This design comes from an exercise in tuning for small area and a short achievable clock period on the open sky130 flow, not from production work.
At most, simulation tests tie the RTL to the original design; equivalence was not proved.
Power is estimated from default activity; no workload was simulated.

Design as2650, start of the top module:
module as2650(
	input clk,
	input rst,
	input [7:0] bus_in,
	output [7:0] bus_out,
	output le_lo,
	output le_hi,
	output OEb,
	output WEb,
	output bus_dir,
	output IOC,
	output IOD,
	input [6:0] irqs,
	output flag,
	input sense,
	output [7:0] ext_io_addr,
	output io_bus_cyc,
	output io_bus_we,
	output [7:0] io_bus_out,
	input [7:0] io_bus_in,
	output [7:0] debug_psl,
	output [7:0] debug_psu,
	output [32:0] la_data_out,
	input wb_hidden_rom_enable,
	output reg cpu_hidden_rom_enable,
	output WE_ram
);
Settings: LEC_CHECK=0, CAP_MARGIN=20, CORE_MARGIN=2, CORE_UTILIZATION=40, CTS_BUF_LIST=sky130_fd_sc_hd__clkbuf_8, SLEW_MARGIN=20; clock period 16.0 ns.
standard.sh (not shown) runs the stock make flow with config.mk's settings and CLKGATE_MAP_FILE= SYNTH_SCRIPT=/design/flow/synth_recipe.tcl, a recipe that flattens the netlist after the stock synthesis.
==> flow/flow/run.sh <==
#!/bin/bash
# The standard layout (standard.sh: the standard flow's own synthesis and ORFS flow) with two changes:
# - the input and output ports are buffered with sky130_fd_sc_hd__buf_2 cells instead of
#   the cell buffer_ports picks by default;
# - ORFS's repair_timing steps aim for 9 ns of setup slack rather than 0, so that they size
#   up the slowest paths; the clock and constraints are the design's.
# Make's full output goes to flow_make.log here; ORFS's own logs are under orfs/logs.
set -euo pipefail
export BUFFER_PORTS_ARGS="-buffer_cell sky130_fd_sc_hd__buf_2"
export SETUP_SLACK_MARGIN=9
export TNS_END_PERCENT=5
bash standard.sh finish > flow_make.log 2>&1
The starting point produced a clean layout.
Edit:
--- a/flow/design.v
+++ b/flow/design.v
@@ -209,30 +209,30 @@
 wire is_instr_fetch_cycle = (cycle == FETCH || cycle == PARAM1 || cycle == PARAM2) && !is_data_fetch_cycle;
 wire indexed_data1 = indexed_cyc != 2'b00 && cycle == DATA1;
 wire IO_cyc = cycle == IO1 || cycle == IO2;
 reg [15:0] requested_addr;
 wire hit = last_addr == requested_addr;
 wire hi_eq = requested_addr[15:8] == last_addr[15:8];
 wire lo_eq = requested_addr[7:0] == last_addr[7:0];
 wire mem_cyc = (is_instr_fetch_cycle || is_data_fetch_cycle) && !IO_cyc;
 wire le_lo_act = mem_cyc && !lo_eq && hi_eq;
 wire le_hi_act = mem_cyc && !hi_eq;
-assign le_lo = (le_lo_act && !warm) && !rst;
-assign le_hi = (le_hi_act && !warm) && !rst;
+assign le_lo = le_lo_act && !rst;
+assign le_hi = le_hi_act && !rst;
 wire write_cyc = (cycle == DATA1 || (cycle == PARAM1 && relative_cyc)) && is_store_q;
 wire [7:0] alu_instr_reg_q = indexed_data1 ? r0 : instr_reg_v_q;
-assign OEb = (!(((is_instr_fetch_cycle || is_data_fetch_cycle) && hit) || (IO_cyc && is_IO_READ_q)) || warm || write_cyc) || rst;
-assign WE_ram = (write_cyc && !warm && hit) && !rst;
+assign OEb = (!(((is_instr_fetch_cycle || is_data_fetch_cycle) && hit) || (IO_cyc && is_IO_READ_q)) || write_cyc) || rst;
+assign WE_ram = (write_cyc && hit) && !rst;
 wire WEb_run = !(write_cyc || (is_IO_WRITE_q && cycle == IO1)) || (!hit && !IO_cyc);
-assign WEb = (WEb_run || warm) || rst;
+assign WEb = WEb_run || rst;
 assign bus_out = is_IO_WRITE_q && IO_cyc ? instr_reg_v_q : (le_lo_act ? requested_addr[7:0] : (le_hi_act ? requested_addr[15:8] : alu_instr_reg_q));
-assign bus_dir = (!(!WEb_run || le_lo_act || le_hi_act || (is_IO_WRITE_q && IO_cyc)) || warm) || rst;
+assign bus_dir = (!(!WEb_run || le_lo_act || le_hi_act || (is_IO_WRITE_q && IO_cyc))) || rst;
 assign IOC = IO_cyc && !insin[6];
 assign io_bus_cyc = cycle == EXT_IO3 || cycle == EXT_IO4;
 assign io_bus_we = insin[7];
 assign io_bus_out = instr_reg_v_q;
 assign ext_io_addr = instruction_args_latch[15:8];
 assign IOD = IO_cyc && insin[6];
 reg [15:0] mul_res;
 function [1:0] fadd;
 	input x, y, z;
 	begin
@@ -786,21 +786,21 @@
 wire [7:0] d1_hi_p1 = d1_hi + 8'd1;
 wire [8:0] d1_lo = {1'b0, bus_in} + {1'b0, idx_n != 2'b00 ? index_n : 8'h00};
 wire [15:0] d1_addr = cycle == PARAM2 ? {d1_lo[8] ? d1_hi_p1 : d1_hi, d1_lo[7:0]} :
 					(cycle == FETCH ? {page_reg, r3_v[4:0], r2_v} : requested_addr);
 wire [15:0] req_n = cycle_n == DATA1 ? d1_addr : (fetch_n ? pcp_n : ((ind_n || rel_n) ? it_n : 16'h0000));
 always @(posedge clk) begin
 	if(reset) begin
 		requested_addr <= 16'h0000;
 		psl <= 8'h00;
 		psu <= 8'h20;  
-		cycle <= 4'h0;
+		cycle <= (rst || warmup[1]) ? INVALID : FETCH;
 		last_addr <= 16'hAAAA;
 		insin <= 8'h00;
 		PC <= 13'h0000;
 		extend <= 1'b0;
 		warmup <= rst ? 2'b11 : warmup - 2'd1;
 		halted <= 1'b0;
 		indirect_cyc <= 1'b0;
 		relative_cyc <= 1'b0;
 		indexed_cyc <= 2'b00;
 		page_reg <= 3'b000;
Outcome:
- The new run finished clean
- fmax rose by 1.0%
- clock skew fell by 0.024 ns
- total power rose by 0.48%
- worst hold slack degrades by 0.010 ns
- first-iteration DRC count hardly moves
- die area barely changes
Only the layout flow was run in the first run of this note; the RTL was not checked for function there.

========
## the reference run
Another version of the RTL of as2650 (not shown whole).
For scale: ~420 flip-flops, ~0.031 mm² of cells after synthesis.
==> flow/config.mk <==
export PLATFORM = sky130hd
export DESIGN_NAME = as2650
export DESIGN_NICKNAME = as2650
export VERILOG_FILES = /design/flow/design.v
export SDC_FILE = /design/flow/constraint.sdc
export NUM_CORES = 4
export LEC_CHECK = 0
export CAP_MARGIN = 20
export CORE_MARGIN = 2
export CORE_UTILIZATION = 50
export CTS_BUF_LIST = sky130_fd_sc_hd__clkbuf_16
export CTS_CLUSTER_DIAMETER = 100
export CTS_CLUSTER_SIZE = 20
export SLEW_MARGIN = 20
==> flow/constraint.sdc <==
create_clock -name core_clock -period 16.0 [get_ports {clk}]
set_input_delay 3.2000 -clock core_clock [delete_from_list [all_inputs] [get_ports {clk}]]
set_output_delay 3.2000 -clock core_clock [all_outputs]
set_load 0.01 [all_outputs]
Scripts as last shown in full above: flow/flow/run.sh
diff inputs: the reference run => the trial run
diff --git a/flow/design.v b/flow/design.v
--- a/flow/design.v
+++ b/flow/design.v
@@ -71,18 +71,19 @@
 wire [7:0] r1_v = psl[4] ? r5 : r1;
 wire [7:0] r2_v = psl[4] ? r6 : r2;
 wire [7:0] r3_v = psl[4] ? r7 : r3;
 assign la_data_out = {halted, r3_v, r2_v, r1_v, r0};
 function [7:0] rd;
 	input [1:0] a;
+	input [7:0] v0, v1, v2, v3;
 	begin
 		case(a)
-			2'd1: rd = r1_v;
-			2'd2: rd = r2_v;
-			2'd3: rd = r3_v;
-			default: rd = r0;
+			2'd1: rd = v1;
+			2'd2: rd = v2;
+			2'd3: rd = v3;
+			default: rd = v0;
 		endcase
 	end
 endfunction
 wire [7:0] instruction = cycle == FETCH ? bus_in : insin;
 wire is_RETURN = (instruction[7:2] == 6'b000101 || instruction[7:2] == 6'b001101) && !extend;
 wire is_DAR = instruction[7:2] == 6'b100101 && !extend;
@@ -128,17 +129,17 @@
 wire is_EXT_IO = (instruction[7:2] == 6'h15 || instruction[7:2] == 6'h35) && !extend;
 wire is_TRAP = instruction == 8'h90 && extend;
 wire is_CLRT = instruction == 8'h91 && extend;
 wire is_LIR = instruction == 8'h92 && extend;
 wire is_SIR = instruction == 8'h93 && extend;
 wire [2:0] instr_reg_a = {psl[4], instruction[1:0]};
-wire [7:0] instr_reg_v = rd(instruction[1:0]);
+wire [7:0] instr_reg_v = rd(instruction[1:0], r0, r1_v, r2_v, r3_v);
 wire is_store_q = (insin[7:4] == 4'hC && insin != 8'hC0 && !extend) || (insin[7:3] == 5'h19 && extend);
 wire is_IO_READ_q = (insin[7:2] == 6'h0C || insin[7:2] == 6'h1C) && !extend;
 wire is_IO_WRITE_q = (insin[7:2] == 6'h2C || insin[7:2] == 6'h3C) && !extend;
-wire [7:0] instr_reg_v_q = rd(insin[1:0]);
+wire [7:0] instr_reg_v_q = rd(insin[1:0], r0, r1_v, r2_v, r3_v);
 wire [12:0] PC_p1 = PC + 13'd1;
 wire q_RETURN = (insin[7:2] == 6'b000101 || insin[7:2] == 6'b001101) && !extend;
 wire q_DAR = insin[7:2] == 6'b100101 && !extend;
 wire q_CLR = insin[7:2] == 6'h31 && !extend;
 wire q_EXT = insin == 8'hB7 && !extend;
 wire q_HALT = insin == 8'h40 && !extend;
@@ -711,13 +712,15 @@
 	endcase
 end
 wire [2:0] page_n = pcp_n[15:13];
 wire [12:0] PC_n = pcp_n[12:0];
 wire it_step_up = cycle == PARAM1 && hit;
 wire it_step_down = cycle == PARAM2 && hit;
-wire [15:0] it_held = requested_addr + (it_step_down ? 16'hFFFF : {15'h0000, it_step_up});
+wire [15:0] ra_p1 = requested_addr + 16'd1;
+wire [15:0] ra_m1 = requested_addr - 16'd1;
+wire [15:0] it_held = it_step_down ? ra_m1 : (it_step_up ? ra_p1 : requested_addr);
 reg [15:0] it_n;
 always @(*) begin
 	case(it_sel)
 		ITS_ZBR: it_n = zbr_target;
 		ITS_REL: it_n = relative_eff_address;
 		ITS_IND2: it_n = q_BRANCH ? {page_reg[2], instruction_args_latch[14:8], bus_in} : {page_reg, instruction_args_latch[12:8], bus_in};
### Flow results
Compared to the reference run, the trial run has worst hold slack 0.029 ns higher.
Relative to the reference run, the clock group total power measured on the trial run has decreased by a few percent.
The trial run falls short of the reference run in shortest clock period the worst path allows after layout.
First-iteration DRC count was higher in the run labelled the reference run.
Overall power after layout (lower): the trial run
For first-pass GRT wire length, the trial run and the reference run come out practically identical.
No functional check of the RTL was part of the reference run.

========
run A:
as2650, a different RTL version from the one above (not shown whole).
Size in the first run: about 3100 cells after synthesis, ~420 flip-flops, about 110 I/O pins, about 30000 um^2 of cells after synthesis.
export LEC_CHECK = 0
export CAP_MARGIN = 20
export CORE_MARGIN = 2
export CORE_UTILIZATION = 50
export CTS_BUF_LIST = sky130_fd_sc_hd__clkbuf_16
export CTS_CLUSTER_DIAMETER = 100
export CTS_CLUSTER_SIZE = 20
export SLEW_MARGIN = 20
create_clock -name core_clock -period 16.0 [get_ports {clk}]
Scripts as last shown in full above: flow/flow/run.sh
Run A: PASS, flow complete, no timing, DRC or antenna violations
Modified inputs, run B compared to run A
--- a/flow/design.v
+++ b/flow/design.v
@@ -35,19 +35,19 @@
 localparam INVALID = 6;
 localparam HALT = 7;
 localparam EXT_IO1 = 8;
 localparam EXT_IO2 = 9;
 localparam EXT_IO3 = 10;
 localparam EXT_IO4 = 11;
 localparam INTERRUPT_ACTION1 = 12;
 reg trap;
 reg [2:0] irq_num;
-reg [7:0] r0, r1, r2, r3, r5, r6, r7;
+reg [7:0] r0, r1, r2, r3, s1, s2, s3;
 reg [7:0] psu;
 reg [7:0] psl;
 assign debug_psu = psu;
 assign debug_psl = psl;
 assign flag = psu[6];
 reg [15:0] stack [15:0];
 reg [12:0] PC;
 reg [2:0] page_reg;
 reg [11:0] ivectors_base;
@@ -62,21 +62,21 @@
 wire reset = rst || warm;
 reg indirect_cyc;
 reg [1:0] indexed_cyc;
 reg relative_cyc;
 reg [2:0] chirp_ptr;
 wire [3:0] sp = psu[3:0];
 wire [3:0] sp_m1 = sp - 4'd1;
 wire [3:0] sp_p1 = sp + 4'd1;
 wire [15:0] TOS = stack[sp_m1];
-wire [7:0] r1_v = psl[4] ? r5 : r1;
-wire [7:0] r2_v = psl[4] ? r6 : r2;
-wire [7:0] r3_v = psl[4] ? r7 : r3;
+wire [7:0] r1_v = r1;
+wire [7:0] r2_v = r2;
+wire [7:0] r3_v = r3;
 assign la_data_out = {halted, r3_v, r2_v, r1_v, r0};
 function [7:0] rd;
 	input [1:0] a;
 	begin
 		case(a)
 			2'd1: rd = r1_v;
 			2'd2: rd = r2_v;
 			2'd3: rd = r3_v;
 			default: rd = r0;
@@ -836,22 +836,28 @@
 	end
 end
 always @(posedge clk) begin
 	if(!reset && st_en) stack[sp] <= st_d;
 end
 wire [7:0] wd_lo = (pr_en ? pr_d[7:0] : wb_d) & {8{!reset}};
 wire [7:0] wd_hi = (pr_en ? pr_d[15:8] : wb_d) & {8{!reset}};
 wire [7:0] wd = wb_d & {8{!reset}};
 wire wr_any = wb_en && !pr_en;
+wire [7:0] rmask8 = {8{!reset}};
+wire bank_sw = !reset && hit && (
+	(cycle == FETCH && ((bus_in == 8'h11 && extend && TOS[4] != psl[4]) || (bus_in == 8'h93 && !extend && r0[4] != psl[4]))) ||
+	(cycle == PARAM1 && !extend && insin[7:2] == 6'b011101 && insin[0] && bus_in[4] && (insin[1] != psl[4])));
 always @(posedge clk) begin
 	if(reset || pr_en || (wr_any && wb_a[1:0] == 2'd0)) r0 <= wd_lo;
-	if(reset || (pr_en && !psl[4]) || (wr_any && wb_a == 3'd1)) r1 <= wd_hi;
-	if(reset || (pr_en && psl[4]) || (wr_any && wb_a == 3'd5)) r5 <= wd_hi;
-	if(reset || (wr_any && wb_a == 3'd2)) r2 <= wd;
-	if(reset || (wr_any && wb_a == 3'd3)) r3 <= wd;
-	if(reset || (wr_any && wb_a == 3'd6)) r6 <= wd;
-	if(reset || (wr_any && wb_a == 3'd7)) r7 <= wd;
+	if(reset || bank_sw || pr_en || (wr_any && wb_a[1:0] == 2'd1)) r1 <= bank_sw ? s1 : wd_hi;
+	if(reset || bank_sw || (wr_any && wb_a[1:0] == 2'd2)) r2 <= bank_sw ? s2 : wd;
+	if(reset || bank_sw || (wr_any && wb_a[1:0] == 2'd3)) r3 <= bank_sw ? s3 : wd;
+	if(reset || bank_sw) begin
+		s1 <= r1 & rmask8;
+		s2 <= r2 & rmask8;
+		s3 <= r3 & rmask8;
+	end
 end
 always @(posedge clk) begin
 	instruction_args_latch <= args_n;
 end
 endmodule
--- outcome ---
Clock network fraction of design power: run B vs run A up 0.7 points. Per the comparison of run B with run A, multi-input gate area in the final layout went up about 3.3%; synthesized cell count went up 2.5%; placed instance count went up 120. Delta (run B minus run A): detailed-route wire length on metal 1 grew by 460 um; initial core utilization held steady; share of the core filled with cells in the final layout saw a decrease. Run B: fmax 2.3% below run A. Looking only at buffer and inverter count on the worst path, and setting everything else aside, the lower value of run B and run A goes to run B. Run B gives more number of multi-input combinational cells in the layout than run A did. Cmp run B and run A / number of cells on the critical path / higher: run A.
Only the layout flow was run in run B; the RTL was not checked for function there.

-- port drivers added, routing unchanged --
The flow's constraints put no driver on any port. The routed layouts listed below were extracted and timed again, unchanged, in two steps.
Step 1 assumes that a clkbuf_16 drives the clock port and a buf_2 every other input.
Step 2, shift: input delay + t, output delay - t, t = (earliest + latest rising clock arrival at the registers) / 2. This alone moves slack from input paths to output paths.
Three values: ideal, step 1, step 2; two values: the first two.
run	t, ns	setup slack, ns	hold slack, ns	clock arrival spread, ns	slew at the worst register clock pin (ns)
the first run of note 1	0.726	8.856 / 8.825 / 8.211	0.487 / 0.487 / 0.487	0.071 / 0.071	0.07 / 0.07
the second run of note 1	0.742	8.927 / 8.898 / 8.262	0.477 / 0.477 / 0.477	0.047 / 0.047	0.08 / 0.08
the reference run	0.705	8.930 / 8.867 / 8.276	0.445 / 0.445 / 0.445	0.045 / 0.046	0.10 / 0.10
the trial run	0.685	8.811 / 8.746 / 8.263	0.474 / 0.474 / 0.474	0.055 / 0.054	0.10 / 0.10
run A	0.681	9.032 / 9.023 / 8.393	0.462 / 0.462 / 0.462	0.040 / 0.040	0.10 / 0.10
run B	0.710	8.869 / 8.848 / 8.223	0.462 / 0.462 / 0.462	0.044 / 0.045	0.10 / 0.10
After both steps every run listed still meets setup and hold. The setup slack of the second run of note 1, which loses most, moves by -0.029 ns with the drivers and by -0.665 ns with both steps.
